From an optimization exercise on the open Yosys and OpenROAD flow, aimed at small area, a short achievable clock period and few clock cycles per item; shortcuts taken in it are not production practice. Where RTL was checked, it was by simulation tests only, not by an equivalence proof against the original. Function not checked in runs 4 to 8: the RTL went through the layout flow alone.

## flow/flow/run.sh

```bash
#!/bin/bash
bash standard.sh SETUP_SLACK_MARGIN=10.8 CORE_UTILIZATION=65 BUFFER_PORTS_ARGS='-buffer_cell sky130_fd_sc_hd__buf_2' finish > standard.log 2>&1
```

## flow/constraint.sdc

```tcl
create_clock -name core_clock -period 15.0 [get_ports {iCLOCK}]
set_input_delay 3.0000 -clock core_clock [delete_from_list [all_inputs] [get_ports {iCLOCK}]]
set_output_delay 3.0000 -clock core_clock [all_outputs]
set_load 0.01 [all_outputs]
```

## flow/design.v

```verilog
`default_nettype none
module square_root32(
		input wire iCLOCK,
		input wire inRESET,
		input wire iDATA_REQ,
		output wire oDATA_BUSY,
		input wire [31:0] iDATA,
		output wire oDATA_VALID,
		input wire iDATA_BUSY,
		output wire [15:0] oDATA
	);
	reg b_skid_valid;
	reg [15:0] b_skid_data;
	reg b_out_valid;
	reg [15:0] b_out_data;
	wire adv = !b_skid_valid;
	reg b_v1;
	reg b_v2;
	reg b_v3;
	reg b_v4;
	reg b_v5;
	reg b_v6;
	reg b_v7;
	wire [31:0] x0;
	wire [0:0] q1;
	wire [1:0] r1;
	wire [29:0] x1;
	reg [1:0] q2;
	reg [2:0] r2;
	reg [27:0] x2;
	wire [2:0] q3;
	wire [3:0] r3;
	wire [25:0] x3;
	wire [3:0] q4;
	wire [4:0] r4;
	wire [23:0] x4;
	reg [4:0] q5;
	reg [5:0] r5;
	reg [21:0] x5;
	wire [5:0] q6;
	wire [6:0] r6;
	wire [19:0] x6;
	reg [6:0] q7;
	reg [7:0] r7;
	reg [17:0] x7;
	wire [7:0] q8;
	wire [8:0] r8;
	wire [15:0] x8;
	reg [8:0] q9;
	reg [9:0] r9;
	reg [13:0] x9;
	wire [9:0] q10;
	wire [10:0] r10;
	wire [11:0] x10;
	reg [10:0] q11;
	reg [11:0] r11;
	reg [9:0] x11;
	wire [11:0] q12;
	wire [12:0] r12;
	wire [7:0] x12;
	reg [12:0] q13;
	reg [13:0] r13;
	reg [5:0] x13;
	wire [13:0] q14;
	wire [14:0] r14;
	wire [3:0] x14;
	reg [14:0] q15;
	reg [15:0] r15;
	reg [1:0] x15;
	wire [15:0] q16;
	assign x0 = iDATA;
	wire ge0 = (x0[31:30] != 2'b00);
	assign q1 = {ge0};
	assign r1 = (ge0 ? (x0[31:30] - 2'd1) : x0[31:30]);
	assign x1 = x0[29:0];
	wire [3:0] t1 = {r1, x1[29:28]};
	wire [4:0] d1 = {1'b0, t1} - {2'b00, q1, 2'b01};
	wire ge1 = !d1[4];
	always @(posedge iCLOCK) begin
		if (adv) begin
			q2 <= {q1, ge1};
			r2 <= (ge1 ? d1[2:0] : t1[2:0]);
			x2 <= x1[27:0];
		end
	end
	wire [4:0] t2 = {r2, x2[27:26]};
	wire [5:0] d2 = {1'b0, t2} - {2'b00, q2, 2'b01};
	wire ge2 = !d2[5];
	assign q3 = {q2, ge2};
	assign r3 = (ge2 ? d2[3:0] : t2[3:0]);
	assign x3 = x2[25:0];
	wire [5:0] t3 = {r3, x3[25:24]};
	wire [6:0] d3 = {1'b0, t3} - {2'b00, q3, 2'b01};
	wire ge3 = !d3[6];
	assign q4 = {q3, ge3};
	assign r4 = (ge3 ? d3[4:0] : t3[4:0]);
	assign x4 = x3[23:0];
	wire [6:0] t4 = {r4, x4[23:22]};
	wire [7:0] d4 = {1'b0, t4} - {2'b00, q4, 2'b01};
	wire ge4 = !d4[7];
	always @(posedge iCLOCK) begin
		if (adv) begin
			q5 <= {q4, ge4};
			r5 <= (ge4 ? d4[5:0] : t4[5:0]);
			x5 <= x4[21:0];
		end
	end
	wire [7:0] t5 = {r5, x5[21:20]};
	wire [8:0] d5 = {1'b0, t5} - {2'b00, q5, 2'b01};
	wire ge5 = !d5[8];
	assign q6 = {q5, ge5};
	assign r6 = (ge5 ? d5[6:0] : t5[6:0]);
	assign x6 = x5[19:0];
	wire [8:0] t6 = {r6, x6[19:18]};
	wire [9:0] d6 = {1'b0, t6} - {2'b00, q6, 2'b01};
	wire ge6 = !d6[9];
	always @(posedge iCLOCK) begin
		if (adv) begin
			q7 <= {q6, ge6};
			r7 <= (ge6 ? d6[7:0] : t6[7:0]);
			x7 <= x6[17:0];
		end
	end
	wire [9:0] t7 = {r7, x7[17:16]};
	wire [10:0] d7 = {1'b0, t7} - {2'b00, q7, 2'b01};
	wire ge7 = !d7[10];
	assign q8 = {q7, ge7};
	assign r8 = (ge7 ? d7[8:0] : t7[8:0]);
	assign x8 = x7[15:0];
	wire [10:0] t8 = {r8, x8[15:14]};
	wire [11:0] d8 = {1'b0, t8} - {2'b00, q8, 2'b01};
	wire ge8 = !d8[11];
	always @(posedge iCLOCK) begin
		if (adv) begin
			q9 <= {q8, ge8};
			r9 <= (ge8 ? d8[9:0] : t8[9:0]);
			x9 <= x8[13:0];
		end
	end
	wire [11:0] t9 = {r9, x9[13:12]};
	wire [12:0] d9 = {1'b0, t9} - {2'b00, q9, 2'b01};
	wire ge9 = !d9[12];
	assign q10 = {q9, ge9};
	assign r10 = (ge9 ? d9[10:0] : t9[10:0]);
	assign x10 = x9[11:0];
	wire [12:0] t10 = {r10, x10[11:10]};
	wire [13:0] d10 = {1'b0, t10} - {2'b00, q10, 2'b01};
	wire ge10 = !d10[13];
	always @(posedge iCLOCK) begin
		if (adv) begin
			q11 <= {q10, ge10};
			r11 <= (ge10 ? d10[11:0] : t10[11:0]);
			x11 <= x10[9:0];
		end
	end
	wire [13:0] t11 = {r11, x11[9:8]};
	wire [14:0] d11 = {1'b0, t11} - {2'b00, q11, 2'b01};
	wire ge11 = !d11[14];
	assign q12 = {q11, ge11};
	assign r12 = (ge11 ? d11[12:0] : t11[12:0]);
	assign x12 = x11[7:0];
	wire [14:0] t12 = {r12, x12[7:6]};
	wire [15:0] d12 = {1'b0, t12} - {2'b00, q12, 2'b01};
	wire ge12 = !d12[15];
	always @(posedge iCLOCK) begin
		if (adv) begin
			q13 <= {q12, ge12};
			r13 <= (ge12 ? d12[13:0] : t12[13:0]);
			x13 <= x12[5:0];
		end
	end
	wire [15:0] t13 = {r13, x13[5:4]};
	wire [16:0] d13 = {1'b0, t13} - {2'b00, q13, 2'b01};
	wire ge13 = !d13[16];
	assign q14 = {q13, ge13};
	assign r14 = (ge13 ? d13[14:0] : t13[14:0]);
	assign x14 = x13[3:0];
	wire [16:0] t14 = {r14, x14[3:2]};
	wire [17:0] d14 = {1'b0, t14} - {2'b00, q14, 2'b01};
	wire ge14 = !d14[17];
	always @(posedge iCLOCK) begin
		if (adv) begin
			q15 <= {q14, ge14};
			r15 <= (ge14 ? d14[15:0] : t14[15:0]);
			x15 <= x14[1:0];
		end
	end
	wire [17:0] t15 = {r15, x15[1:0]};
	wire [18:0] d15 = {1'b0, t15} - {2'b00, q15, 2'b01};
	wire ge15 = !d15[18];
	wire [15:0] res = {q15, ge15};
	always @(posedge iCLOCK or negedge inRESET) begin
		if (!inRESET) b_v1 <= 1'b0;
		else if (adv) b_v1 <= iDATA_REQ;
	end
	always @(posedge iCLOCK or negedge inRESET) begin
		if (!inRESET) b_v2 <= 1'b0;
		else if (adv) b_v2 <= b_v1;
	end
	always @(posedge iCLOCK or negedge inRESET) begin
		if (!inRESET) b_v3 <= 1'b0;
		else if (adv) b_v3 <= b_v2;
	end
	always @(posedge iCLOCK or negedge inRESET) begin
		if (!inRESET) b_v4 <= 1'b0;
		else if (adv) b_v4 <= b_v3;
	end
	always @(posedge iCLOCK or negedge inRESET) begin
		if (!inRESET) b_v5 <= 1'b0;
		else if (adv) b_v5 <= b_v4;
	end
	always @(posedge iCLOCK or negedge inRESET) begin
		if (!inRESET) b_v6 <= 1'b0;
		else if (adv) b_v6 <= b_v5;
	end
	always @(posedge iCLOCK or negedge inRESET) begin
		if (!inRESET) b_v7 <= 1'b0;
		else if (adv) b_v7 <= b_v6;
	end
	wire out_free = !b_out_valid || !iDATA_BUSY;
	always @(posedge iCLOCK or negedge inRESET) begin
		if (!inRESET) begin
			b_out_valid <= 1'b0;
			b_skid_valid <= 1'b0;
		end else if (out_free) begin
			b_out_valid <= b_skid_valid || b_v7;
			b_skid_valid <= 1'b0;
		end else if (!b_skid_valid) begin
			b_skid_valid <= b_v7;
		end
	end
	always @(posedge iCLOCK) begin
		if (out_free) b_out_data <= b_skid_valid ? b_skid_data : res;
		if (!b_skid_valid) b_skid_data <= res;
	end
	assign oDATA_BUSY = b_skid_valid;
	assign oDATA_VALID = b_out_valid;
	assign oDATA = b_out_data;
endmodule
`default_nettype wire
```

## flow/config.mk

```make
export PLATFORM = sky130hd
export DESIGN_NAME = square_root32
export DESIGN_NICKNAME = square_root32
export VERILOG_FILES = /design/flow/design.v
export SDC_FILE = /design/flow/constraint.sdc
export NUM_CORES = 4
export LEC_CHECK = 0
export CAP_MARGIN = 20
export CORE_MARGIN = 2
export CORE_UTILIZATION = 40
export SLEW_MARGIN = 20
```

## flow/standard.sh

```bash
#!/bin/bash
# synth_recipe.tcl (not shown) runs the flow's synth.tcl, then flattens the netlist and writes it again
# the make line also repeats each setting of config.mk as NAME=value (left out here)
make -C /OpenROAD-flow-scripts/flow DESIGN_CONFIG=/design/flow/config.mk WORK_HOME=/design/flow/orfs CLKGATE_MAP_FILE= SYNTH_SCRIPT=/design/flow/synth_recipe.tcl "${@:-finish}"
```

==> impl_metrics.tcl, run 1 <==
set metrics [dict create \
    fin_area_um2 18300 \
    setup_tns_ns 0 \
    grt_pass1_vias 10100 \
    min_path_type "reg -> reg" \
    fin_crit_sh_pct 29.7 \
    track_usage_pct 25.0 \
    die_h_um 156 \
    synth_area_per_cell_um2 11.4 \
    status "complete, no violations" \
    cp.arrival_ns 4.74 \
    antenna_found_initial 0 \
    via_count 10700 \
    ys_types 82 \
    synthArstFlopShare_pct 3.31 \
    final_hold_viol_count 0 \
    seq_area_um2 7960 \
    ant_nets 0 \
    numClockSinks 272 \
    start_kind "register" \
    clockBufferDepth 3 \
    mappedNetlistNets 1494 \
    synth-edff-count 247 \
    routed-wl-met2_um 17200 \
    crit_required_ns 15.29 \
    cts_tree "done" \
    yosysWarningCount 1 \
    layout_min_cycle_time_ns 4.45 \
    wl_met3_um 1250 \
    ctsHoldBuffers 0 \
    multi_input_area_um2 7510 \
    io_buffers 53 \
    fillers 1303 \
    synth-seq-cells 272 \
    clk_pin_slew_ns 0.06 \
    final_common_cell "edfxtp_1" \
    synthToLayoutAreaGrowth_pct 20.9 \
    coreArea_um2 22700 \
    cts_root_buffer "clkbuf_16" \
    worstMarginPinSlew_ns 1.11 \
    synth_ff_type "edfxtp_1" \
    routedWlPerCell_um 18.4 \
    place_congestion 0.896 \
    wl_met1_um 13200 \
    routed_wl_um 32900 \
    path_max_fanout 8 \
    synth_area_um2 15100 \
    syn_inst 1325 \
    drive_above_1_share_pct 25.6 \
    viasPerCell 5.99 \
    setup.worst_path.class "reg -> reg" \
    insertion_delay_ns 0.55 \
    timing.fmax_ghz 0.225 \
    std_cell_rows 55 \
    finalSetupViolations 0 \
    drc 0 \
    highest_layer "met4" \
    die_area_um2 24500 \
    start_util_pct 66.5 \
    grt_overflow_total 0 \
    io-pin-count 54 \
    rsz0062_at_grt "yes" \
    num_antenna_cells 0 \
    die_w_um 156 \
    cts_buffers 28 \
    firstDrtPassIters 6 \
    slew_headroom_pct 25.9 \
    skew_ns 0.0198 \
    mostFrequentLayoutCells "247 x edfxtp_1, 106 x ha_1, 96 x nand2_1, 94 x inv_1, 94 x nor2_1" \
    drt_iter0_markers 656 \
    final_nets 1646 \
    grt_pass1_wl_um 49000 \
    synth.yosys.seq_area_share_pct 52.7 \
    cp-end-kind "register" \
    grt_max_degree 198 \
    dp_hpwl_um 20700 \
    htree_levels 1 \
    maxSlewViolCount 0 \
    postPlaceCellArea_um2 15700 \
    drv_cap 0 \
]
## cell families (layout without fill, tap and decap cells)
logic type               after synthesis  after routing  share of synthesized area, %
AO/OA/AOI/OAI                        311            312                          13.4
XOR/XNOR                             101            101                          5.90
adder cells (fa/ha/maj)              133            133                          11.0
buffers and inverters                139            311                          3.64
flip-flops                           272            272                          52.7
multiplexers                          45             45                          3.35
AND/OR/NAND/NOR                      324            325                          9.97
## sequential cells by signal (all words and copies together) (netlist names), 3 cells and up
signal,count
b_out_data,16
b_skid_data,16
q11,11
q13,13
q15,15
q5,5
q7,7
q9,9
r11,12
r13,14
r15,16
r2,3
r5,6
r7,8
r9,10
x11,10
x13,6
x2,28
x5,22
x7,18
x9,14
## routing by layer
layer  vias up  track usage, %
li1       5148               -
met1      5137            30.3
met2       297            46.7
met3        97            2.88
met4         0            7.43
met5         -               0
## final timing paths
| check | startpoint | to | slack, ns | cells past startpoint |
|---|---|---|---|---|
| hold reg to reg | x5[14]$_DFFE_PN_ | x7[14]$_DFFE_PN_ | 0.42 | 0 |
| min in group asynchronous | inRESET | b_v1$_DFFE_PN0N_ | 2.31 | 1 |
| setup / recovery | x13[4]$_DFFE_PN_ | r15[12]$_DFFE_PN_ | 10.55 | 20 |
| hold / removal | x5[14]$_DFFE_PN_ | x7[14]$_DFFE_PN_ | 0.42 | 0 |
| setup reg to reg | x13[4]$_DFFE_PN_ | r15[12]$_DFFE_PN_ | 10.55 | 20 |
| max in group asynchronous | inRESET | b_skid_valid$_DFF_PN0_ | 12.50 | 1 |
## Yosys cell counts (9+ instances only)
library cell  count  area (um2)
a21o_1           25         188
nand2_1         108         405
nand2b_1         11        68.8
o21a_1           26         195
inv_1           113         424
ha_1            133        1660
nor3_1           24         120
xnor2_1          65         569
nand3_1          13        65.1
a31oi_1          10        62.6
clkbuf_1         11        41.3
dfxtp_1          16         320
mux2i_1           9        90.1
o31ai_1          11        82.6
dfrtp_1           9         225
nor2b_1          13        81.3
a21oi_1         103         515
o21ai_0          58         290
xor2_1           35         307
edfxtp_1        247        7420
or2_2             9        56.3
mux2_2           33         372
nor2_1          103         387
## repair_timing
item	in CTS	in global routing
endpoints found under the setup margin	66	59
setup buffers	43	44
cloned	1	1
resized for setup	78	131
pin swaps	29	62
## metrics by stage
step	worst slack (ns)	instances	utilization (%)	hold WS (ns)
after floorplan	10.56	1325	-	0.400
after global placement	9.66	1643	69.3	0.401
after detailed placement	9.62	1643	69.3	0.405
after CTS	10.40	1739	76.4	0.419
after global routing	10.44	1784	80.4	0.419
final	10.55	1784	80.4	0.415
## worst max-delay path, stage by stage (launching register included)
cell and delay, ns:
edfxtp_1 0.39, inv_1 0.16, ha_2 0.25, nor2b_4 0.06, o31ai_4 0.23, a31oi_4 0.17
a211oi_4 0.33, nor2_4 0.11, buf_6 0.14, a21oi_4 0.17, ha_4 0.22, a31o_4 0.23
a21oi_4 0.17, nor2b_4 0.07, a2111oi_4 0.31, a21oi_2 0.12, a221o_2 0.39, a41oi_4 0.18
buf_12 0.18, inv_8 0.04, mux2_2 0.26
## layout make-up
class | instances | share of cell area (%)
Timing Repair Buffer | 142 | 5.80
Tap cell | 285 | 1.95
Sequential cell | 272 | 43.6
Clock inverter | 17 | 0.952
Inverter | 117 | 2.63
Clock buffer | 35 | 3.98
Multi-Input combinational cell | 916 | 41.1
Testbench counts, summed over its fixed seeds: cycles 12,064, items 12,000.
==> run 2: changes to the inputs <==
==> flow/flow/run.sh (replaced) <==
#!/bin/bash
bash standard.sh SETUP_SLACK_MARGIN=11.1 CORE_UTILIZATION=65 BUFFER_PORTS_ARGS='-buffer_cell sky130_fd_sc_hd__buf_2' finish > standard.log 2>&1
==> impl_metrics.tcl, run 2 <==
set metrics [dict create \
    ant_nets 0 \
    final_nets 1707 \
    place_congestion 0.894 \
    std_cell_rows 55 \
    firstDrtPassIters 5 \
    drt_iter0_markers 890 \
    via_count 11100 \
    synth_ff_type "edfxtp_1" \
    multi_input_area_um2 8100 \
    largestRegisters "x2 (28), x5 (22), x7 (18)" \
    wl_met3_um 1290 \
    drive_above_1_share_pct 33.3 \
    worstRegToRegCells 21 \
    maxSlewViolCount 0 \
    largest_reg_flops 28 \
    synth_xor_area_share_pct 5.90 \
    htree_levels 1 \
    mappedNetlistNets 1494 \
    synth_area_per_cell_um2 11.4 \
    track_usage_pct 27.5 \
    die_area_um2 24500 \
    rsz0062_at_grt "yes" \
    final_common_cell "edfxtp_1" \
    start_kind "register" \
    muxShareOfSynthArea_pct 3.35 \
    io_buffers 53 \
    grt_pass1_wl_um 53200 \
    cp.arrival_ns 4.68 \
    yosysTopAreaCell "edfxtp_1" \
    wl_met1_um 14000 \
    slew_headroom_pct 28.7 \
    yosys-top-cells-count "247 x edfxtp_1, 133 x ha_1, 113 x inv_1" \
    timing.fmax_ghz 0.228 \
    coreArea_um2 22700 \
    seq_area_um2 7960 \
    routed-wl-met2_um 19900 \
    numClockSinks 272 \
    yosys.area_share.simple_pct 9.97 \
    cp-end-kind "register" \
    grt_pass1_vias 11000 \
    ctsHoldBuffers 0 \
    synth.top_cell.area_share_pct 49.1 \
    routedWlPerCell_um 20.0 \
    synth_compound_area_share_pct 13.4 \
    status "complete, no violations" \
    layout_min_cycle_time_ns 4.38 \
    finalSetupViolations 0 \
    cts_tree "done" \
    cpPeakStageDelay_ns 0.46 \
    dp_hpwl_um 20900 \
    synth.yosys.seq_area_share_pct 52.7 \
    synth-seq-cells 272 \
    syn_inst 1325 \
    fin_crit_sh_pct 29.2 \
    setup.worst_path.class "reg -> reg" \
    ys_top_cells_by_area "edfxtp_1 49%, ha_1 11%, xnor2_1 3.8%, a21oi_1 3.4%, inv_1 2.8%" \
    cp_cell_sequence "ha_4 -> o211a_1 -> o31ai_4 -> a31oi_4 -> a211oi_4 -> nor2_4 -> clkinv_4 -> buf_12 -> nand2_4 -> o21ai_4 -> ha_4 -> a21oi_4 -> nor2b_4 -> a2111oi_4 -> a21oi_2 -> a221o_1 -> a41oi_2 -> buf_6 -> buf_4 -> nor2_4 -> xnor2_1" \
    die_h_um 156 \
    skew_ns 0.0278 \
    hold_depth 0 \
    io-pin-count 54 \
    place_inst 1647 \
    slowest_stage "edfxtp_1" \
    synth-edff-count 247 \
    path_max_fanout 7 \
    stdcell_count 1845 \
    setup_tns_ns 0 \
    grt_max_degree 88 \
    num_antenna_cells 0 \
    routed_wl_um 36900 \
    highest_layer "met4" \
    insertion_delay_ns 0.56 \
    min_path_type "reg -> reg" \
    drv_cap 0 \
    synthArstFlopShare_pct 3.31 \
    viasPerCell 6.03 \
    yosysWarningCount 1 \
    drc 0 \
    final_hold_viol_count 0 \
    die_w_um 156 \
    clk_pin_slew_ns 0.07 \
    synth_top_family_by_area "compound AO/OA/AOI/OAI gates" \
    antenna_found_initial 0 \
    top_register "x2" \
    fillers 1124 \
    clockBufferDepth 3 \
    synth_most_common_cell "edfxtp_1" \
    cts_buffers 28 \
    synth_area_um2 15100 \
    holdWs_ns 0.396 \
    crit_required_ns 15.30 \
    worstMarginPinSlew_ns 1.07 \
    yosys.area_share.adder_pct 11.0 \
    mostFrequentLayoutCells "247 x edfxtp_1, 124 x buf_4, 92 x inv_1, 87 x nand2_1, 83 x nor2_1" \
    start_util_pct 66.5 \
    synthToLayoutAreaGrowth_pct 28.6 \
    grt_overflow_total 0 \
    cts_root_buffer "clkbuf_16" \
    ys_types 82 \
]
[run 2: critical path, delay by kind of cell, from the launching register on]
kind	cells	cell delay [ns]
buffers and inverters	4	0.66
AOI/OAI and AO/OA	10	1.75
DFF	1	0.46
xor gates and xnor gates	1	0.14
and+or+nand+nor	4	0.48
adders and majority gates	2	0.61
[run 2: logic make-up (layout without fill, tap and decap cells)]
logic type,Yosys count,count (layout)
flops,272,272
xor+xnor,101,101
simple gates,324,325
compound gates,311,313
fa+ha+maj,133,133
buf+inv,139,371
mux,45,45
[run 2: layout make-up]
type,instances,area share [%]
clock inverters,21,1.24
inverters,117,2.43
flip-flops and latches,272,41.0
well taps,285,1.83
clock buffers,31,3.77
repair inverters,1,0.0322
multi-input cells,917,41.7
repair buffers,201,8.02
[run 2: worst paths after layout]
| kind | start | end | slack [ns] |
|---|---|---|---|
| max | r13[1]$_DFFE_PN_ | r15[2]$_DFFE_PN_ | 10.62 |
| min | x9[7]$_DFFE_PN_ | x11[7]$_DFFE_PN_ | 0.40 |
| max reg2reg | r13[1]$_DFFE_PN_ | r15[2]$_DFFE_PN_ | 10.62 |
| min reg2reg | x9[7]$_DFFE_PN_ | x11[7]$_DFFE_PN_ | 0.40 |
| max in group asynchronous | inRESET | b_skid_valid$_DFF_PN0_ | 12.52 |
| min in group asynchronous | inRESET | b_v2$_DFFE_PN0N_ | 2.29 |
[run 2: what timing repair did]
item,in CTS,in global routing
setup buffers,96,42
gates cloned,7,1
pin swaps,60,85
setup endpoints to repair,89,88
resized for setup,115,166
[run 2: routing by layer]
metal / GRT usage (%) / up-vias
met2: 52.1 / 375
met3: 3.71 / 128
met5: 0 / -
met4: 13.5 / 0
li1: - / 5280
met1: 30.2 / 5342
[run 2: per-stage QoR]
| stage | worst slack (ns) | area [um2] | util [%] |
|---|---|---|---|
| 6_report | 10.62 | 19400 | 85.6 |
| 2_1_floorplan | 10.56 | 15500 | - |
| 3_3_place_gp | 10.20 | 15900 | 70.2 |
| 3_5_place_dp | 10.09 | 15900 | 70.2 |
| 5_1_grt | 10.51 | 19400 | 85.6 |
| 4_1_cts | 10.67 | 18300 | 80.4 |
==> run 3: changes to the inputs <==
==> flow/flow/run.sh (replaced) <==
#!/bin/bash
bash standard.sh SETUP_SLACK_MARGIN=10.9 BUFFER_PORTS_ARGS='-buffer_cell sky130_fd_sc_hd__buf_1' finish > standard.log 2>&1
--- a/flow/config.mk
+++ b/flow/config.mk
@@ -6,4 +6,5 @@
 export NUM_CORES = 4
 export LEC_CHECK = 0
+export ABC_AREA = 1
 export CAP_MARGIN = 20
 export CORE_MARGIN = 2
==> impl_metrics.tcl, run 3 <==
set metrics [dict create \
    status "complete, no violations" \
    rr_endpoint "r15[3]$_DFFE_PN_" \
    drc 0 \
    hold_depth 0 \
    firstDrtPassIters 5 \
    place_congestion 0.910 \
    setup.worst_path.class "reg -> out" \
    largestRegisters "x2 (28), x5 (22), x7 (18)" \
    slew_headroom_pct 40.0 \
    coreArea_um2 38800 \
    mappedNetlistNets 1859 \
    drv_cap 0 \
    synth_area_per_cell_um2 9.36 \
    drive_above_1_share_pct 8.51 \
    dp_hpwl_um 25300 \
    mostFrequentLayoutCells "429 x nand2_1, 247 x edfxtp_1, 210 x inv_1, 132 x ha_1, 107 x nand3_1" \
    finalSetupViolations 0 \
    synth_area_um2 15800 \
    cp_top_family "flip-flops" \
    cts_tree "done" \
    layout_min_cycle_time_ns 4.22 \
    fin_crit_sh_pct 28.1 \
    final_nets 1954 \
    crit_cells 2 \
    synth_ff_type "edfxtp_1" \
    holdWs_ns 0.413 \
    insertion_delay_ns 0.57 \
    synth-edff-count 247 \
    grt_overflow_total 0 \
    crit_required_ns 12.00 \
    numClockSinks 272 \
    hp-start "x2[1]$_DFFE_PN_" \
    cpPeakStageDelay_ns 0.42 \
    die_w_um 203 \
    synth-seq-cells 272 \
    track_usage_pct 16.7 \
    num_antenna_cells 0 \
    yosys-top-cells-count "432 x nand2_1, 247 x edfxtp_1, 215 x inv_1" \
    top_register "x2" \
    ant_nets 0 \
    cp.arrival_ns 1.22 \
    antenna_found_initial 1 \
    rsz0062_at_grt "yes" \
    routed_wl_um 34100 \
    drt_iter0_markers 576 \
    ctsHoldBuffers 0 \
    synthToLayoutAreaGrowth_pct 13.0 \
    min_path_type "reg -> reg" \
    die_h_um 203 \
    cp-end-kind "output port" \
    reg2reg_from "q13[10]$_DFFE_PN_" \
    yosysWarningCount 1 \
    htree_levels 1 \
    start_util_pct 40.7 \
    die_area_um2 41100 \
    worstRegToRegCells 18 \
    yosysTopAreaCell "edfxtp_1" \
    grt_pass1_vias 11200 \
    maxSlewViolCount 0 \
    syn_inst 1690 \
    cp_cell_sequence "buf_12 -> buf_6" \
    ys_types 59 \
    hold_end "x5[1]$_DFFE_PN_" \
    via_count 11500 \
    skew_ns 0.0213 \
    io_buffers 53 \
    setup_tns_ns 0 \
    grt_pass1_wl_um 55900 \
    io-pin-count 54 \
    final_hold_viol_count 0 \
    start_kind "register" \
    std_cell_rows 72 \
    ys_top_cells_by_area "edfxtp_1 47%, ha_1 11%, nand2_1 10%, inv_1 5.1%, nand3_1 3.4%" \
    rrSetupSlack_ns 11.18 \
    worstMarginPinSlew_ns 0.900 \
    synth_most_common_cell "nand2_1" \
    routedWlPerCell_um 14.7 \
    fillers 3661 \
    timing.critical_path.buf_inv 2 \
    synth.yosys.seq_area_share_pct 50.3 \
    cts_root_buffer "clkbuf_16" \
    viasPerCell 4.96 \
    slowest_stage "dfrtp_2" \
    largest_reg_flops 28 \
    cts_buffers 31 \
    path_max_fanout 2 \
    synth.top_cell.area_share_pct 46.9 \
    clk_pin_slew_ns 0.06 \
    grt_max_degree 106 \
    synthArstFlopShare_pct 3.31 \
    timing.fmax_ghz 0.237 \
    clockBufferDepth 3 \
    final_common_cell "nand2_1" \
]
run 3: what timing repair did:
item,CTS,global route
resized for setup,14,50
pin swaps,0,6
setup buffers,9,15
cloned,2,1
hold endpoints to repair,0,0
endpoints found under the setup margin,36,74
run 3: final cells by class:
cell class	count	area [um2]	area share, %
inverter	223	868	4.86
sequential	272	7960	44.6
clock buffer	41	813	4.55
multi-input combinational	1174	6940	38.9
clock inverter	16	111	0.623
timing repair inverter	1	7.51	0.0420
timing repair buffer	82	512	2.86
tap	518	648	3.63
run 3: logic make-up (layout without fill, tap and decap cells):
group                      Yosys count  count (layout)  share of synthesized area, %
xor gates and xnor gates            76              76                          4.21
and+or+nand+nor                    692             692                          18.8
AOI/OAI and AO/OA                  273             273                          9.74
DFF                                272             272                          50.3
adders and majority gates          133             133                          10.5
buffers and inverters              244             363                          6.38
run 3: worst max path at each step:
stage,from,end,slack (ns)
global route,b_skid_valid$_DFF_PN0_,oDATA_BUSY,10.74
floorplan,iDATA[28],r2[0]$_DFFE_PN_,11.11
CTS,b_skid_valid$_DFF_PN0_,oDATA_BUSY,10.74
detailed placement,q9[1]$_DFFE_PN_,r11[0]$_DFFE_PN_,10.68
global placement,q9[1]$_DFFE_PN_,r11[0]$_DFFE_PN_,10.69
finish,b_skid_valid$_DFF_PN0_,oDATA_BUSY,10.78
run 3: per-layer routing:
metal	vias to the layer above	wire length [um]	GRT usage (%)
li1	5952	-	-
met1	5306	15700	21.9
met2	221	16200	28.3
met3	52	1430	2.52
met4	2	877	5.16
met5	-	12	0
run 3: per-stage QoR:
stage | utilization [%] | setup slack, ns | area, um2 | cells
detailed placement | 42.6 | 10.68 | 16500 | 2243
floorplan | - | 11.11 | 15800 | 1690
finish | 46.0 | 10.78 | 17900 | 2327
global placement | 42.6 | 10.69 | 16500 | 2243
global route | 46.0 | 10.74 | 17900 | 2327
CTS | 45.4 | 10.74 | 17600 | 2311
==> run 4: changes to the inputs <==
--- a/flow/design.v
+++ b/flow/design.v
@@ -22,14 +22,15 @@
 	reg b_v6;
 	reg b_v7;
+	reg b_v8;
 	wire [31:0] x0;
-	wire [0:0] q1;
-	wire [1:0] r1;
-	wire [29:0] x1;
-	reg [1:0] q2;
-	reg [2:0] r2;
-	reg [27:0] x2;
-	wire [2:0] q3;
-	wire [3:0] r3;
-	wire [25:0] x3;
+	reg [0:0] q1;
+	reg [1:0] r1;
+	reg [29:0] x1;
+	wire [1:0] q2;
+	wire [2:0] r2;
+	wire [27:0] x2;
+	reg [2:0] q3;
+	reg [3:0] r3;
+	reg [25:0] x3;
 	wire [3:0] q4;
 	wire [4:0] r4;
@@ -71,23 +72,27 @@
 	assign x0 = iDATA;
 	wire ge0 = (x0[31:30] != 2'b00);
-	assign q1 = {ge0};
-	assign r1 = (ge0 ? (x0[31:30] - 2'd1) : x0[31:30]);
-	assign x1 = x0[29:0];
+	always @(posedge iCLOCK) begin
+		if (adv) begin
+			q1 <= {ge0};
+			r1 <= (ge0 ? (x0[31:30] - 2'd1) : x0[31:30]);
+			x1 <= x0[29:0];
+		end
+	end
 	wire [3:0] t1 = {r1, x1[29:28]};
 	wire [4:0] d1 = {1'b0, t1} - {2'b00, q1, 2'b01};
 	wire ge1 = !d1[4];
-	always @(posedge iCLOCK) begin
-		if (adv) begin
-			q2 <= {q1, ge1};
-			r2 <= (ge1 ? d1[2:0] : t1[2:0]);
-			x2 <= x1[27:0];
-		end
-	end
+	assign q2 = {q1, ge1};
+	assign r2 = (ge1 ? d1[2:0] : t1[2:0]);
+	assign x2 = x1[27:0];
 	wire [4:0] t2 = {r2, x2[27:26]};
 	wire [5:0] d2 = {1'b0, t2} - {2'b00, q2, 2'b01};
 	wire ge2 = !d2[5];
-	assign q3 = {q2, ge2};
-	assign r3 = (ge2 ? d2[3:0] : t2[3:0]);
-	assign x3 = x2[25:0];
+	always @(posedge iCLOCK) begin
+		if (adv) begin
+			q3 <= {q2, ge2};
+			r3 <= (ge2 ? d2[3:0] : t2[3:0]);
+			x3 <= x2[25:0];
+		end
+	end
 	wire [5:0] t3 = {r3, x3[25:24]};
 	wire [6:0] d3 = {1'b0, t3} - {2'b00, q3, 2'b01};
@@ -218,4 +223,8 @@
 		else if (adv) b_v7 <= b_v6;
 	end
+	always @(posedge iCLOCK or negedge inRESET) begin
+		if (!inRESET) b_v8 <= 1'b0;
+		else if (adv) b_v8 <= b_v7;
+	end
 	wire out_free = !b_out_valid || !iDATA_BUSY;
 	always @(posedge iCLOCK or negedge inRESET) begin
@@ -224,8 +233,8 @@
 			b_skid_valid <= 1'b0;
 		end else if (out_free) begin
-			b_out_valid <= b_skid_valid || b_v7;
+			b_out_valid <= b_skid_valid || b_v8;
 			b_skid_valid <= 1'b0;
 		end else if (!b_skid_valid) begin
-			b_skid_valid <= b_v7;
+			b_skid_valid <= b_v8;
 		end
 	end
==> flow/run.sh (new file) <==
#!/bin/bash
# synth_recipe.tcl (not shown) runs the flow's synth.tcl, then flattens the netlist and writes it again
# the make line also repeats each setting of config.mk as NAME=value (left out here)
make -C /OpenROAD-flow-scripts/flow DESIGN_CONFIG=/design/flow/config.mk WORK_HOME=/design/flow/orfs CLKGATE_MAP_FILE= SYNTH_SCRIPT=/design/flow/synth_recipe.tcl finish
--- a/flow/config.mk
+++ b/flow/config.mk
@@ -6,5 +6,4 @@
 export NUM_CORES = 4
 export LEC_CHECK = 0
-export ABC_AREA = 1
 export CAP_MARGIN = 20
 export CORE_MARGIN = 2
removed: flow/flow/run.sh
removed: flow/standard.sh
==> impl_metrics.tcl, run 4 <==
set metrics [dict create \
    status "complete, no violations" \
    ant_nets 0 \
    die_area_um2 42900 \
    cts_resized 0 \
    antenna_found_initial 0 \
    place_congestion 0.873 \
    setup_ws_ns 9.15 \
    synth.top_cell.area_share_pct 51.0 \
    drv_cap 0 \
    cts_setup_buffers 0 \
    yosys-top-cells-count "280 x edfxtp_1, 141 x inv_1, 133 x ha_1" \
    ys_top_cells_by_area "edfxtp_1 51%, ha_1 10%, inv_1 3.2%, a21oi_1 2.9%, xnor2_1 2.3%" \
    routed_wl_um 31800 \
    holdWs_ns 0.403 \
    synth_most_common_cell "edfxtp_1" \
    yosysWarningCount 1 \
    reg2reg_from "x13[4]$_DFFE_PN_" \
    setup.worst_path.class "reg -> reg" \
    grt_pass1_wl_um 52200 \
    timing.fmax_ghz 0.171 \
    io-pin-count 54 \
    rsz0062_at_grt "no" \
    via_count 10700 \
    largestRegisters "x1 (30), x3 (26), x5 (22)" \
    hp-start "x1[1]$_DFFE_PN_" \
    firstDrtPassIters 5 \
    skew_ns 0.0315 \
    synthArstFlopShare_pct 3.27 \
    grt_overflow_total 0 \
    std_cell_rows 74 \
    ctsHoldBuffers 0 \
    clockBufferDepth 3 \
    htree_levels 2 \
    fin_area_um2 18800 \
    mappedNetlistNets 1579 \
    synthToLayoutAreaGrowth_pct 13.7 \
    drc 0 \
    drive_above_1_share_pct 8.48 \
    viasPerCell 5.25 \
    synth.yosys.seq_area_share_pct 54.4 \
    cts_buffers 36 \
    die_h_um 207 \
    io_buffers 53 \
    syn_inst 1410 \
    maxSlewViolCount 0 \
    coreArea_um2 40700 \
    worstRegToRegCells 17 \
    synth_area_um2 16500 \
    timing.critical_path.buf_inv 3 \
    cp-end-kind "register" \
    synth_ff_type "edfxtp_1" \
    drt_iter0_markers 651 \
    routedWlPerCell_um 15.6 \
    cp_top_family "compound AO/OA/AOI/OAI gates" \
    rrSetupSlack_ns 9.15 \
    rr_endpoint "r15[13]$_DFFE_PN_" \
    largest_reg_flops 30 \
    final_nets 1652 \
    final_hold_viol_count 0 \
    finalSetupViolations 0 \
    place_ws_ns 9.25 \
    slowest_stage "nand2_1" \
    slew_headroom_pct 38.5 \
    grt_max_degree 129 \
    start_kind "register" \
    ys_types 93 \
    insertion_delay_ns 0.55 \
    mostFrequentLayoutCells "280 x edfxtp_1, 140 x inv_1, 133 x ha_1, 94 x a21oi_1, 94 x nand2_1" \
    track_usage_pct 14.7 \
    min_path_type "reg -> reg" \
    crit_required_ns 15.28 \
    hold_end "x3[1]$_DFFE_PN_" \
    place_inst 1977 \
    path_max_fanout 21 \
    yosysTopAreaCell "edfxtp_1" \
    top_register "x1" \
    die_w_um 207 \
    cpPeakStageDelay_ns 0.60 \
    setup_tns_ns 0 \
    postPlaceCellArea_um2 17600 \
    cp_cell_sequence "inv_1 -> ha_1 -> nor2b_1 -> o31a_1 -> o211ai_2 -> a21o_1 -> nand2_1 -> inv_1 -> o31ai_1 -> ha_1 -> a2111o_1 -> a21oi_1 -> a21oi_1 -> o2111ai_1 -> and3_1 -> inv_2 -> mux2_2" \
    synth-edff-count 280 \
    num_antenna_cells 0 \
    hold_depth 0 \
    grt_pass1_vias 10400 \
    dp_hpwl_um 23100 \
    fin_crit_sh_pct 39.0 \
    stdcell_count 2041 \
    numClockSinks 306 \
    synth-seq-cells 306 \
    final_common_cell "edfxtp_1" \
    clk_pin_slew_ns 0.06 \
    critPathLaunch "x13[4]$_DFFE_PN_" \
    cts_root_buffer "clkbuf_16" \
    synth_area_per_cell_um2 11.7 \
    worstMarginPinSlew_ns 0.922 \
    cp.arrival_ns 6.13 \
    layout_min_cycle_time_ns 5.85 \
    start_util_pct 40.5 \
    cts_tree "done" \
]
-- run 4: worst max-delay path by stage --
stage | endpoint | depth (start not counted) | slack [ns]
floorplan | b_out_data[0]$_DFFE_PN_ | 5 | 8.05
global placement | r15[13]$_DFFE_PN_ | 17 | 9.29
detailed placement | r15[13]$_DFFE_PN_ | 17 | 9.25
CTS | r15[13]$_DFFE_PN_ | 17 | 9.18
global route | r15[13]$_DFFE_PN_ | 17 | 8.70
finish | r15[13]$_DFFE_PN_ | 17 | 9.15
-- run 4: logic make-up (layout without fill, tap and decap cells) --
group	Yosys count	count (layout)	share of synthesized area, %
AO/OA/AOI/OAI	358	358	14.8
AND/OR/NAND/NOR	325	325	9.55
flip-flops	306	306	54.4
buffers and inverters	168	267	4.03
adder cells (fa/ha/maj)	133	133	10.1
XOR/XNOR	79	79	4.20
multiplexers	41	41	2.84
-- run 4: stage by stage --
step	util (%)
finish	46.0
floorplan	-
global route	46.0
detailed placement	43.3
CTS	46.0
global placement	43.3
-- run 4: layout make-up --
| type | instances | area, um2 |
|---|---|---|
| Clock buffer | 42 | 966 |
| Clock inverter | 22 | 169 |
| Inverter | 146 | 568 |
| Tap cell | 532 | 666 |
| Timing Repair Buffer | 57 | 561 |
| Sequential cell | 306 | 8980 |
| Multi-Input combinational cell | 936 | 6850 |
| Fill cell | 3715 | 22000 |
-- run 4: metal layers --
metal  up-vias  share of wire (%)  wire [um]  GRT usage, %
li1       5369                  -          -             -
met1      5108                 47      15100          20.0
met2       189                 46      14700          23.6
met3        56                4.0       1260          2.53
met4         0                2.5        804          5.44
met5         -                  0          0             0
==> run 5: changes to the inputs <==
--- a/flow/config.mk
+++ b/flow/config.mk
@@ -6,4 +6,5 @@
 export NUM_CORES = 4
 export LEC_CHECK = 0
+export ABC_CLOCK_PERIOD_IN_PS = 2000
 export CAP_MARGIN = 20
 export CORE_MARGIN = 2
==> impl_metrics.tcl, run 5 <==
set metrics [dict create \
    grt_max_degree 129 \
    cpPeakStageDelay_ns 0.60 \
    insertion_delay_ns 0.55 \
    synthArstFlopShare_pct 3.27 \
    final_nets 1652 \
    start_util_pct 40.5 \
    top_register "x1" \
    path_max_fanout 21 \
    final_common_cell "edfxtp_1" \
    htree_levels 2 \
    finalSetupViolations 0 \
    std_cell_rows 74 \
    cts_resized 0 \
    worstRegToRegCells 17 \
    grt_pass1_vias 10400 \
    rr_endpoint "r15[13]$_DFFE_PN_" \
    yosysTopAreaCell "edfxtp_1" \
    io-pin-count 54 \
    drv_cap 0 \
    clk_pin_slew_ns 0.06 \
    timing.fmax_ghz 0.171 \
    synth_area_um2 16500 \
    routedWlPerCell_um 15.6 \
    cts_tree "done" \
    routed_wl_um 31800 \
    ctsHoldBuffers 0 \
    track_usage_pct 14.7 \
    cp_cell_sequence "inv_1 -> ha_1 -> nor2b_1 -> o31a_1 -> o211ai_2 -> a21o_1 -> nand2_1 -> inv_1 -> o31ai_1 -> ha_1 -> a2111o_1 -> a21oi_1 -> a21oi_1 -> o2111ai_1 -> and3_1 -> inv_2 -> mux2_2" \
    skew_ns 0.0315 \
    reg2reg_from "x13[4]$_DFFE_PN_" \
    firstDrtPassIters 5 \
    rrSetupSlack_ns 9.15 \
    numClockSinks 306 \
    seq_area_um2 8980 \
    status "complete, no violations" \
    synth-edff-count 280 \
    via_count 10700 \
    yosysWarningCount 1 \
    synth_most_common_cell "edfxtp_1" \
    layout_min_cycle_time_ns 5.85 \
    rsz0062_at_grt "no" \
    clockBufferDepth 3 \
    critPathLaunch "x13[4]$_DFFE_PN_" \
    synth-seq-cells 306 \
    cp-end-kind "register" \
    cp.arrival_ns 6.13 \
    ant_nets 0 \
    crit_required_ns 15.28 \
    setup.worst_path.class "reg -> reg" \
    coreArea_um2 40700 \
    maxSlewViolCount 0 \
    syn_inst 1410 \
    ys_types 93 \
    setup_tns_ns 0 \
    cts_buffers 36 \
    synth_area_per_cell_um2 11.7 \
    antenna_found_initial 0 \
    start_kind "register" \
    synth.top_cell.area_share_pct 51.0 \
    multi_input_area_um2 6850 \
    slew_headroom_pct 38.5 \
    die_area_um2 42900 \
    die_w_um 207 \
    largestRegisters "x1 (30), x3 (26), x5 (22)" \
    final_hold_viol_count 0 \
    place_congestion 0.873 \
    worstMarginPinSlew_ns 0.922 \
    synth.yosys.seq_area_share_pct 54.4 \
    slowest_stage "nand2_1" \
    fillers 3715 \
    drc 0 \
    cts_setup_buffers 0 \
    min_path_type "reg -> reg" \
    io_buffers 53 \
    drive_above_1_share_pct 8.48 \
    dp_hpwl_um 23100 \
    grt_overflow_total 0 \
    drt_iter0_markers 651 \
    viasPerCell 5.25 \
    cp-endpoint "r15[13]$_DFFE_PN_" \
    grt_pass1_wl_um 52200 \
    synth_ff_type "edfxtp_1" \
    fin_crit_sh_pct 39.0 \
    num_antenna_cells 0 \
    cts_root_buffer "clkbuf_16" \
    mostFrequentLayoutCells "280 x edfxtp_1, 140 x inv_1, 133 x ha_1, 94 x a21oi_1, 94 x nand2_1" \
    die_h_um 207 \
    ys_top_cells_by_area "edfxtp_1 51%, ha_1 10%, inv_1 3.2%, a21oi_1 2.9%, xnor2_1 2.3%" \
    synthToLayoutAreaGrowth_pct 13.7 \
    yosys-top-cells-count "280 x edfxtp_1, 141 x inv_1, 133 x ha_1" \
    mappedNetlistNets 1579 \
    largest_reg_flops 30 \
]
## run 5: cell counts after synthesis
Identical to the previous run, type by type.
## run 5: how the worst min path moves through the flow
stage | slack (ns) | cells past startpoint | to | from
5_1_grt | 0.41 | 0 | x3[1]$_DFFE_PN_ | x1[1]$_DFFE_PN_
3_3_place_gp | 0.40 | 0 | x9[2]$_DFFE_PN_ | x7[2]$_DFFE_PN_
2_1_floorplan | 0.40 | 0 | x11[0]$_DFFE_PN_ | x9[0]$_DFFE_PN_
6_report | 0.40 | 0 | x3[1]$_DFFE_PN_ | x1[1]$_DFFE_PN_
4_1_cts | 0.41 | 0 | x3[1]$_DFFE_PN_ | x1[1]$_DFFE_PN_
3_5_place_dp | 0.40 | 0 | x3[12]$_DFFE_PN_ | x1[12]$_DFFE_PN_
## run 5: cells by family after synthesis
logic type,share of synthesized area (%)
flip-flops,54.4
multiplexers,2.84
AO/OA/AOI/OAI,14.8
XOR/XNOR,4.20
buffers and inverters,4.03
adder cells (fa/ha/maj),10.1
AND/OR/NAND/NOR,9.55
## run 5: critical path: cells and delay by family (launching register included)
kind / cells / cell delay, ns
fa+ha+maj: 2 / 0.56
mux: 1 / 0.33
buf+inv: 3 / 0.76
simple gates: 3 / 1.31
flops: 1 / 0.49
compound gates: 8 / 2.13
## run 5: area by class of cell
class	count	share of cell area, %
well taps	532	3.55
flip-flops and latches	306	47.9
multi-input cells	936	36.5
clock buffers	42	5.15
inverters	146	3.03
repair buffers	57	2.99
clock inverters	22	0.901
## run 5: through the flow
stage	cells	util, %	hold slack [ns]	setup slack [ns]	instance area (um2)
after floorplan	1410	-	0.400	8.05	16500
after global placement	1977	43.3	0.401	9.29	17600
after detailed placement	1977	43.3	0.405	9.25	17600
after CTS	2041	46.0	0.406	9.18	18800
after global routing	2041	46.0	0.413	8.70	18800
final	2041	46.0	0.403	9.15	18800
## run 5: layer usage
metal / vias to the layer above / routed length, um / global-route usage (%)
met5: - / 0 / 0
met4: 0 / 804 / 5.44
met3: 56 / 1260 / 2.53
met2: 189 / 14700 / 23.6
met1: 5108 / 15100 / 20.0
li1: 5369 / - / -
==> run 6: changes to the inputs <==
==> flow/flow/run.sh (new file) <==
#!/bin/bash
# Standard layout, unchanged; tool output goes to standard.log.
bash standard.sh > standard.log 2>&1
==> flow/standard.sh (new file) <==
#!/bin/bash
# synth_recipe.tcl (not shown) runs the flow's synth.tcl, then flattens the netlist and writes it again
# the make line also repeats each setting of config.mk as NAME=value (left out here)
make -C /OpenROAD-flow-scripts/flow DESIGN_CONFIG=/design/flow/config.mk WORK_HOME=/design/flow/orfs CLKGATE_MAP_FILE= SYNTH_SCRIPT=/design/flow/synth_recipe.tcl "${@:-finish}"
--- a/flow/config.mk
+++ b/flow/config.mk
@@ -6,5 +6,4 @@
 export NUM_CORES = 4
 export LEC_CHECK = 0
-export ABC_CLOCK_PERIOD_IN_PS = 2000
 export CAP_MARGIN = 20
 export CORE_MARGIN = 2
removed: flow/run.sh
==> impl_metrics.tcl, run 6 <==
set metrics [dict create \
    layout_min_cycle_time_ns 5.85 \
    drc 0 \
    place_congestion 0.873 \
    io_buffers 53 \
    worstRegToRegCells 17 \
    final_nets 1652 \
    critPathLaunch "x13[4]$_DFFE_PN_" \
    numClockSinks 306 \
    place_ws_ns 9.25 \
    synth_ff_type "edfxtp_1" \
    insertion_delay_ns 0.55 \
    cp-end-kind "register" \
    grt_pass1_wl_um 52200 \
    ctsHoldBuffers 0 \
    min_path_type "reg -> reg" \
    drv_cap 0 \
    largest_reg_flops 30 \
    synth_most_common_cell "edfxtp_1" \
    ys_types 93 \
    clockBufferDepth 3 \
    die_area_um2 42900 \
    slew_headroom_pct 38.5 \
    track_usage_pct 14.7 \
    maxSlewViolCount 0 \
    synth-edff-count 280 \
    grt_pass1_vias 10400 \
    rr_endpoint "r15[13]$_DFFE_PN_" \
    ant_nets 0 \
    cp.arrival_ns 6.13 \
    largestRegisters "x1 (30), x3 (26), x5 (22)" \
    via_count 10700 \
    antenna_found_initial 0 \
    timing.fmax_ghz 0.171 \
    fin_crit_sh_pct 39.0 \
    firstDrtPassIters 5 \
    crit_required_ns 15.28 \
    synth.yosys.seq_area_share_pct 54.4 \
    synth-seq-cells 306 \
    mappedNetlistNets 1579 \
    routed_wl_um 31800 \
    start_kind "register" \
    worstMarginPinSlew_ns 0.922 \
    rsz0062_at_grt "no" \
    io-pin-count 54 \
    htree_levels 2 \
    drive_above_1_share_pct 8.48 \
    die_w_um 207 \
    ys_top_cells_by_area "edfxtp_1 51%, ha_1 10%, inv_1 3.2%, a21oi_1 2.9%, xnor2_1 2.3%" \
    cts_root_buffer "clkbuf_16" \
    mostFrequentLayoutCells "280 x edfxtp_1, 140 x inv_1, 133 x ha_1, 94 x a21oi_1, 94 x nand2_1" \
    grt_max_degree 129 \
    yosysTopAreaCell "edfxtp_1" \
    routedWlPerCell_um 15.6 \
    cts_resized 0 \
    reg2reg_from "x13[4]$_DFFE_PN_" \
    yosysWarningCount 1 \
    final_common_cell "edfxtp_1" \
    fin_util_pct 46.0 \
    std_cell_rows 74 \
    coreArea_um2 40700 \
    synthToLayoutAreaGrowth_pct 13.7 \
    cts_tree "done" \
    viasPerCell 5.25 \
    status "complete, no violations" \
    grt_overflow_total 0 \
    final_hold_viol_count 0 \
    drt_iter0_markers 651 \
    setup_ws_ns 9.15 \
    synthArstFlopShare_pct 3.27 \
    finalSetupViolations 0 \
    yosys-top-cells-count "280 x edfxtp_1, 141 x inv_1, 133 x ha_1" \
    setup_tns_ns 0 \
    cts_setup_buffers 0 \
    skew_ns 0.0315 \
    clk_pin_slew_ns 0.06 \
    path_max_fanout 21 \
    die_h_um 207 \
    synth.top_cell.area_share_pct 51.0 \
    top_register "x1" \
    syn_inst 1410 \
    synth_area_per_cell_um2 11.7 \
    cp-endpoint "r15[13]$_DFFE_PN_" \
    cts_buffers 36 \
    setup.worst_path.class "reg -> reg" \
    fillers 3715 \
    start_util_pct 40.5 \
    num_antenna_cells 0 \
    dp_hpwl_um 23100 \
    synth_area_um2 16500 \
    rrSetupSlack_ns 9.15 \
]
==> run 6: cell counts in the layout (fill, tap and decap cells not counted) <==
No cell type changed its count.
==> run 6: worst min-delay path by stage <==
stage,from,end,cells past startpoint
final,x1[1]$_DFFE_PN_,x3[1]$_DFFE_PN_,0
after global routing,x1[1]$_DFFE_PN_,x3[1]$_DFFE_PN_,0
after CTS,x1[1]$_DFFE_PN_,x3[1]$_DFFE_PN_,0
after detailed placement,x1[12]$_DFFE_PN_,x3[12]$_DFFE_PN_,0
after global placement,x7[2]$_DFFE_PN_,x9[2]$_DFFE_PN_,0
after floorplan,x9[0]$_DFFE_PN_,x11[0]$_DFFE_PN_,0
==> run 6: cell type report <==
type                            count  area, um2  share of cell area, %
Clock inverter                     22        169                  0.901
Timing Repair Buffer               57        561                   2.99
Sequential cell                   306       8980                   47.9
Multi-Input combinational cell    936       6850                   36.5
Clock buffer                       42        966                   5.15
Inverter                          146        568                   3.03
Tap cell                          532        666                   3.55
==> run 6: routing by layer <==
metal	track usage [%]	up-vias	wire length [um]
met5	0	-	0
met4	5.44	0	804
met3	2.53	56	1260
met2	23.6	189	14700
met1	20.0	5108	15100
li1	-	5369	-
==> run 6: critical path, cell delays in order, from the launching register on <==
cell and delay, ns:
edfxtp_1 0.49, inv_1 0.08, ha_1 0.22, nor2b_1 0.16, o31a_1 0.25, o211ai_2 0.15, a21o_1 0.22, nand2_1 0.60
inv_1 0.43, o31ai_1 0.46, ha_1 0.34, a2111o_1 0.43, a21oi_1 0.19, a21oi_1 0.14, o2111ai_1 0.29, and3_1 0.55
inv_2 0.25, mux2_2 0.33
==> run 6: cell families after synthesis <==
family / share of synthesized area [%]
xor+xnor: 4.20
fa+ha+maj: 10.1
mux: 2.84
buf+inv: 4.03
simple gates: 9.55
flops: 54.4
compound gates: 14.8
==> run 6: per-stage QoR <==
| stage | hold slack [ns] | instance area [um2] | instances |
|---|---|---|---|
| after detailed placement | 0.405 | 17600 | 1977 |
| after floorplan | 0.400 | 16500 | 1410 |
| after CTS | 0.406 | 18800 | 2041 |
| final | 0.403 | 18800 | 2041 |
| after global placement | 0.401 | 17600 | 1977 |
| after global routing | 0.413 | 18800 | 2041 |
==> run 7: changes to the inputs <==
==> flow/flow/run.sh (replaced) <==
#!/bin/bash
# Standard layout with a larger setup margin for ORFS's timing repair, so that
# repair works towards a shorter achieved period; constraints are unchanged.
bash standard.sh SETUP_SLACK_MARGIN=10.5 finish > standard.log 2>&1
==> impl_metrics.tcl, run 7 <==
set metrics [dict create \
    cts_root_buffer "clkbuf_16" \
    synth.top_cell.area_share_pct 51.0 \
    viasPerCell 5.25 \
    io_buffers 53 \
    skew_ns 0.0239 \
    mostFrequentLayoutCells "280 x edfxtp_1, 137 x inv_1, 119 x ha_1, 92 x nand2_1, 87 x nor2_1" \
    seq_area_um2 8980 \
    dp_hpwl_um 23200 \
    firstDrtPassIters 4 \
    io-pin-count 54 \
    mappedNetlistNets 1579 \
    insertion_delay_ns 0.54 \
    syn_inst 1410 \
    yosysWarningCount 1 \
    final_hold_viol_count 0 \
    die_w_um 207 \
    clk_pin_slew_ns 0.06 \
    largest_reg_flops 30 \
    cts_buffers 35 \
    timing.fmax_ghz 0.227 \
    cp_cell_sequence "buf_12 -> dlygate4sd2_1" \
    synthArstFlopShare_pct 3.27 \
    crit_required_ns 12.00 \
    grt_overflow_total 0 \
    routed_wl_um 33000 \
    drt_iter0_markers 521 \
    grt_pass1_vias 10700 \
    synth-seq-cells 306 \
    cp-end-kind "output port" \
    synth_area_um2 16500 \
    fillers 3685 \
    clockBufferDepth 3 \
    htree_levels 2 \
    place_congestion 0.850 \
    layout_min_cycle_time_ns 4.40 \
    final_common_cell "edfxtp_1" \
    synth_ff_type "edfxtp_1" \
    worstMarginPinSlew_ns 0.979 \
    finalSetupViolations 0 \
    coreArea_um2 40700 \
    num_antenna_cells 0 \
    rsz0062_at_grt "yes" \
    synth-edff-count 280 \
    met3_usage_pct 2.91 \
    timing.critical_path.buf_inv 2 \
    yosysTopAreaCell "edfxtp_1" \
    largestRegisters "x1 (30), x3 (26), x5 (22)" \
    cp.arrival_ns 1.40 \
    start_util_pct 40.5 \
    drive_above_1_share_pct 14.1 \
    start_kind "register" \
    routedWlPerCell_um 15.9 \
    top_register "x1" \
    slowest_stage "dfrtp_2" \
    slew_headroom_pct 34.7 \
    synth_most_common_cell "edfxtp_1" \
    holdWs_ns 0.409 \
    setup_tns_ns 0 \
    grt_max_degree 174 \
    drc 0 \
    cp_top_family "buffers and inverters" \
    path_max_fanout 22 \
    die_area_um2 42900 \
    stdcell_count 2076 \
    yosys-top-cells-count "280 x edfxtp_1, 141 x inv_1, 133 x ha_1" \
    numClockSinks 306 \
    antenna_found_initial 0 \
    maxSlewViolCount 0 \
    setup.worst_path.class "reg -> out" \
    grt-busiest-layer "met2" \
    std_cell_rows 74 \
    ys_top_cells_by_area "edfxtp_1 51%, ha_1 10%, inv_1 3.2%, a21oi_1 2.9%, xnor2_1 2.3%" \
    via_count 10900 \
    track_usage_pct 15.2 \
    drv_cap 0 \
    synth_area_per_cell_um2 11.7 \
    use_met1_pct 20.0 \
    place_ws_ns 9.24 \
    cpPeakStageDelay_ns 0.43 \
    synth.yosys.seq_area_share_pct 54.4 \
    die_h_um 207 \
    cts_tree "done" \
    synthToLayoutAreaGrowth_pct 17.7 \
    multi_input_area_um2 7180 \
    status "complete, no violations" \
    grt_use_met2_pct 25.1 \
    ctsHoldBuffers 0 \
    fin_crit_sh_pct 29.3 \
    ys_types 93 \
    min_path_type "reg -> reg" \
    grt_pass1_wl_um 53500 \
    ant_nets 0 \
    setup_ws_ns 10.60 \
    place_inst 1977 \
    final_nets 1690 \
]
-- run 7: logic make-up after synthesis --
| group | Yosys count | share of synthesized area [%] |
|---|---|---|
| muxes | 41 | 2.84 |
| adders and majority gates | 133 | 10.1 |
| xor gates and xnor gates | 79 | 4.20 |
| buffers and inverters | 168 | 4.03 |
| AOI/OAI and AO/OA | 358 | 14.8 |
| DFF | 306 | 54.4 |
| and+or+nand+nor | 325 | 9.55 |
-- run 7: routing by layer --
| layer | vias up | share of wire (%) |
|---|---|---|
| li1 | 5458 | - |
| met1 | 5177 | 46 |
| met2 | 207 | 47 |
| met3 | 67 | 4.1 |
| met4 | 0 | 2.9 |
| met5 | - | 0 |
-- run 7: cell type report --
class | instances | share of cell area, %
multi-input cells | 937 | 37.0
clock buffers | 41 | 4.63
well taps | 532 | 3.43
clock inverters | 19 | 0.928
inverters | 146 | 3.00
flip-flops and latches | 306 | 46.3
repair buffers | 95 | 4.76
-- run 7: worst paths after layout --
path | depth (start not counted) | slack (ns) | endpoint | start
setup / recovery | 2 | 10.60 | oDATA_BUSY | b_skid_valid$_DFF_PN0_
hold / removal | 0 | 0.41 | x5[13]$_DFFE_PN_ | x3[13]$_DFFE_PN_
setup reg to reg | 19 | 10.64 | r15[13]$_DFFE_PN_ | q13[0]$_DFFE_PN_
hold reg to reg | 0 | 0.41 | x5[13]$_DFFE_PN_ | x3[13]$_DFFE_PN_
max in group asynchronous | 1 | 11.88 | b_skid_valid$_DFF_PN0_ | inRESET
min in group asynchronous | 1 | 2.79 | b_v7$_DFFE_PN0N_ | inRESET
-- run 7: stage by stage --
stage               cell area [um2]  utilization (%)
floorplan                     16500                -
global placement              17600             43.3
detailed placement            17600             43.3
CTS                           19000             46.7
global route                  19400             47.7
finish                        19400             47.7
-- run 7: repair_timing --
| item | in CTS | in global routing |
|---|---|---|
| setup endpoints to repair | 51 | 53 |
| gates cloned | 2 | 0 |
| buffers inserted | 24 | 13 |
| pin swaps | 9 | 17 |
| hold endpoints to repair | 0 | 0 |
| resized for setup | 32 | 57 |
==> run 8: changes to the inputs <==
==> flow/flow/run.sh (replaced) <==
#!/bin/bash
# Standard layout with a larger setup margin for ORFS's timing repair, so that
# repair works towards a shorter achieved period; constraints are unchanged.
bash standard.sh SETUP_SLACK_MARGIN=11.0 finish > standard.log 2>&1
==> impl_metrics.tcl, run 8 <==
set metrics [dict create \
    status "complete, no violations" \
    die_w_um 207 \
    drv_cap 0 \
    clk_pin_slew_ns 0.06 \
    skew_ns 0.0234 \
    grt_overflow_total 0 \
    ys_types 93 \
    mostFrequentLayoutCells "280 x edfxtp_1, 127 x inv_1, 116 x buf_4, 90 x ha_1, 81 x nand2_1" \
    via_count 11400 \
    num_antenna_cells 0 \
    cts_tree "done" \
    synthArstFlopShare_pct 3.27 \
    start_kind "register" \
    yosysTopAreaCell "edfxtp_1" \
    mappedNetlistNets 1579 \
    dp_hpwl_um 23200 \
    synth.top_cell.area_share_pct 51.0 \
    yosysWarningCount 1 \
    synthToLayoutAreaGrowth_pct 28.9 \
    cts_buffers 36 \
    final_nets 1792 \
    maxSlewViolCount 0 \
    clockBufferDepth 3 \
    drive_above_1_share_pct 29.1 \
    layout_min_cycle_time_ns 4.17 \
    largest_reg_flops 30 \
    final_hold_viol_count 0 \
    synth.yosys.seq_area_share_pct 54.4 \
    drt_iter0_markers 642 \
    cp.arrival_ns 4.47 \
    postPlaceCellArea_um2 17700 \
    antenna_found_initial 0 \
    io_buffers 53 \
    final_common_cell "edfxtp_1" \
    ys_top_cells_by_area "edfxtp_1 51%, ha_1 10%, inv_1 3.2%, a21oi_1 2.9%, xnor2_1 2.3%" \
    synth_area_um2 16500 \
    cts_root_buffer "clkbuf_16" \
    fin_area_um2 21200 \
    htree_levels 2 \
    worstMarginPinSlew_ns 1.06 \
    crit_required_ns 15.29 \
    fillers 3461 \
    coreArea_um2 40700 \
    die_area_um2 42900 \
    synth_ff_type "edfxtp_1" \
    die_h_um 207 \
    syn_inst 1410 \
    finalSetupViolations 0 \
    setup_ws_ns 10.83 \
    grt_pass1_wl_um 55400 \
    fin_crit_sh_pct 27.8 \
    synth_area_per_cell_um2 11.7 \
    min_path_type "reg -> reg" \
    holdWs_ns 0.402 \
    rsz0062_at_grt "yes" \
    setup.worst_path.class "reg -> reg" \
    ant_nets 0 \
    track_usage_pct 15.7 \
    insertion_delay_ns 0.55 \
    place_ws_ns 9.93 \
    largestRegisters "x1 (30), x3 (26), x5 (22)" \
    synth-seq-cells 306 \
    slew_headroom_pct 29.7 \
    viasPerCell 5.24 \
    io-pin-count 54 \
    place_congestion 0.855 \
    routedWlPerCell_um 16.2 \
    start_util_pct 40.5 \
    firstDrtPassIters 5 \
    std_cell_rows 74 \
    grt_max_degree 193 \
    setup_tns_ns 0 \
    synth_most_common_cell "edfxtp_1" \
    ctsHoldBuffers 0 \
    synth-edff-count 280 \
    numClockSinks 306 \
    grt_pass1_vias 11100 \
    drc 0 \
    yosys-top-cells-count "280 x edfxtp_1, 141 x inv_1, 133 x ha_1" \
    top_register "x1" \
    routed_wl_um 35400 \
    cp-end-kind "register" \
    path_max_fanout 7 \
    timing.fmax_ghz 0.240 \
]
-- run 8: layout make-up --
class	instances	area [um2]	share of cell area [%]
repair buffers	192	1630	7.65
well taps	532	666	3.13
flip-flops and latches	306	8980	42.3
clock inverters	19	180	0.848
multi-input cells	938	8180	38.5
inverters	146	608	2.86
repair inverters	3	30.0	0.141
clock buffers	46	981	4.62
-- run 8: cell families (layout without fill, tap and decap cells) --
logic type,after synthesis,after routing,synth area share (%)
AND/OR/NAND/NOR,325,327,9.55
buffers and inverters,168,406,4.03
adder cells (fa/ha/maj),133,133,10.1
multiplexers,41,41,2.84
XOR/XNOR,79,79,4.20
AO/OA/AOI/OAI,358,358,14.8
flip-flops,306,306,54.4
-- run 8: routing by layer --
| metal | GRT usage (%) | routed length (um) | up-vias |
|---|---|---|---|
| met2 | 26.1 | 17400 | 242 |
| met3 | 2.77 | 1350 | 71 |
| met1 | 20.5 | 15700 | 5448 |
| li1 | - | - | 5669 |
| met4 | 5.81 | 948 | 0 |
| met5 | 0 | 0 | - |
-- run 8: stage by stage --
stage	util, %	std cells
3_5_place_dp	43.5	1976
5_1_grt	52.2	2182
2_1_floorplan	-	1410
6_report	52.2	2182
3_3_place_gp	43.5	1976
4_1_cts	48.9	2110
-- run 8: final timing paths --
kind,from,endpoint,slack [ns],cells after the start
worst max-delay path,q11[0]$_DFFE_PN_,r13[8]$_DFFE_PN_,10.83,18
worst min-delay path,x5[5]$_DFFE_PN_,x7[5]$_DFFE_PN_,0.40,0
worst max register to register,q11[0]$_DFFE_PN_,r13[8]$_DFFE_PN_,10.83,18
worst min register to register,x5[5]$_DFFE_PN_,x7[5]$_DFFE_PN_,0.40,0
max in group asynchronous,inRESET,b_v2$_DFFE_PN0N_,11.92,1
min in group asynchronous,inRESET,b_v7$_DFFE_PN0N_,2.77,1
-- run 8: critical path, cell delays in order (launching register included) --
cell and delay [ns]:
edfxtp_1 0.45, inv_2 0.13, ha_4 0.22, o21a_1 0.12, o21a_1 0.21, o21ai_2 0.16, a21boi_2 0.09, o31a_1 0.26
o21a_1 0.18, o21a_1 0.19, o31ai_4 0.32, ha_4 0.25, a21oi_2 0.13, o21bai_1 0.11, a221o_1 0.35, a21oi_4 0.16
and2_4 0.23, inv_12 0.05, mux2_4 0.30
-- run 8: what timing repair did --
item / 4_1_cts / 5_1_grt
buffers inserted: 65 / 70
pin swaps: 38 / 88
gates resized for setup: 198 / 170
endpoints found under the setup margin: 77 / 82
cloned: 4 / 2

## separate check: timing with driven ports
How much do the figures lean on ideal ports? The routed layouts below were timed once more, with nothing changed but the port constraints. Step 1 sets driving cells, clkbuf_16 on the clock port and buf_2 on the other inputs (assumed; they add their load-dependent delay and slew). Step 2 also shifts input and output timing later by t, the mid clock arrival at the registers, as if the neighbouring blocks saw the same clock. Slacks: no drivers / after step 1 / after step 2; pairs: no drivers / after step 1.
| run | t (ns) | setup WS [ns] | worst setup path at the end | worst register clock-pin slew, ns | worst slew at a driven data input, ns |
|---|---|---|---|---|---|
| run 1 | 0.594 | 10.550 / 10.550 / 10.550 | register to register | 0.06 / 0.06 | 0.04 |
| run 2 | 0.593 | 10.618 / 10.618 / 10.618 | register to register | 0.07 / 0.07 | 0.04 |
| run 3 | 0.615 | 10.783 / 10.732 / 10.922 | input to register | 0.07 / 0.07 | 0.03 |
| run 4 | 0.588 | 9.149 / 9.149 / 9.149 | register to register | 0.06 / 0.06 | 0.04 |
| run 5 | 0.588 | 9.149 / 9.149 / 9.149 | register to register | 0.06 / 0.06 | 0.04 |
| run 6 | 0.588 | 9.149 / 9.149 / 9.149 | register to register | 0.06 / 0.06 | 0.04 |
| run 7 | 0.580 | 10.604 / 10.550 / 10.638 | register to register | 0.06 / 0.06 | 0.03 |
| run 8 | 0.593 | 10.828 / 10.828 / 10.679 | input to register | 0.06 / 0.06 | 0.03 |
After both steps setup and hold are still met in every run listed. For run 8, which loses most, drivers alone change the setup slack by 0.000 ns; drivers and shift together by -0.149 ns.
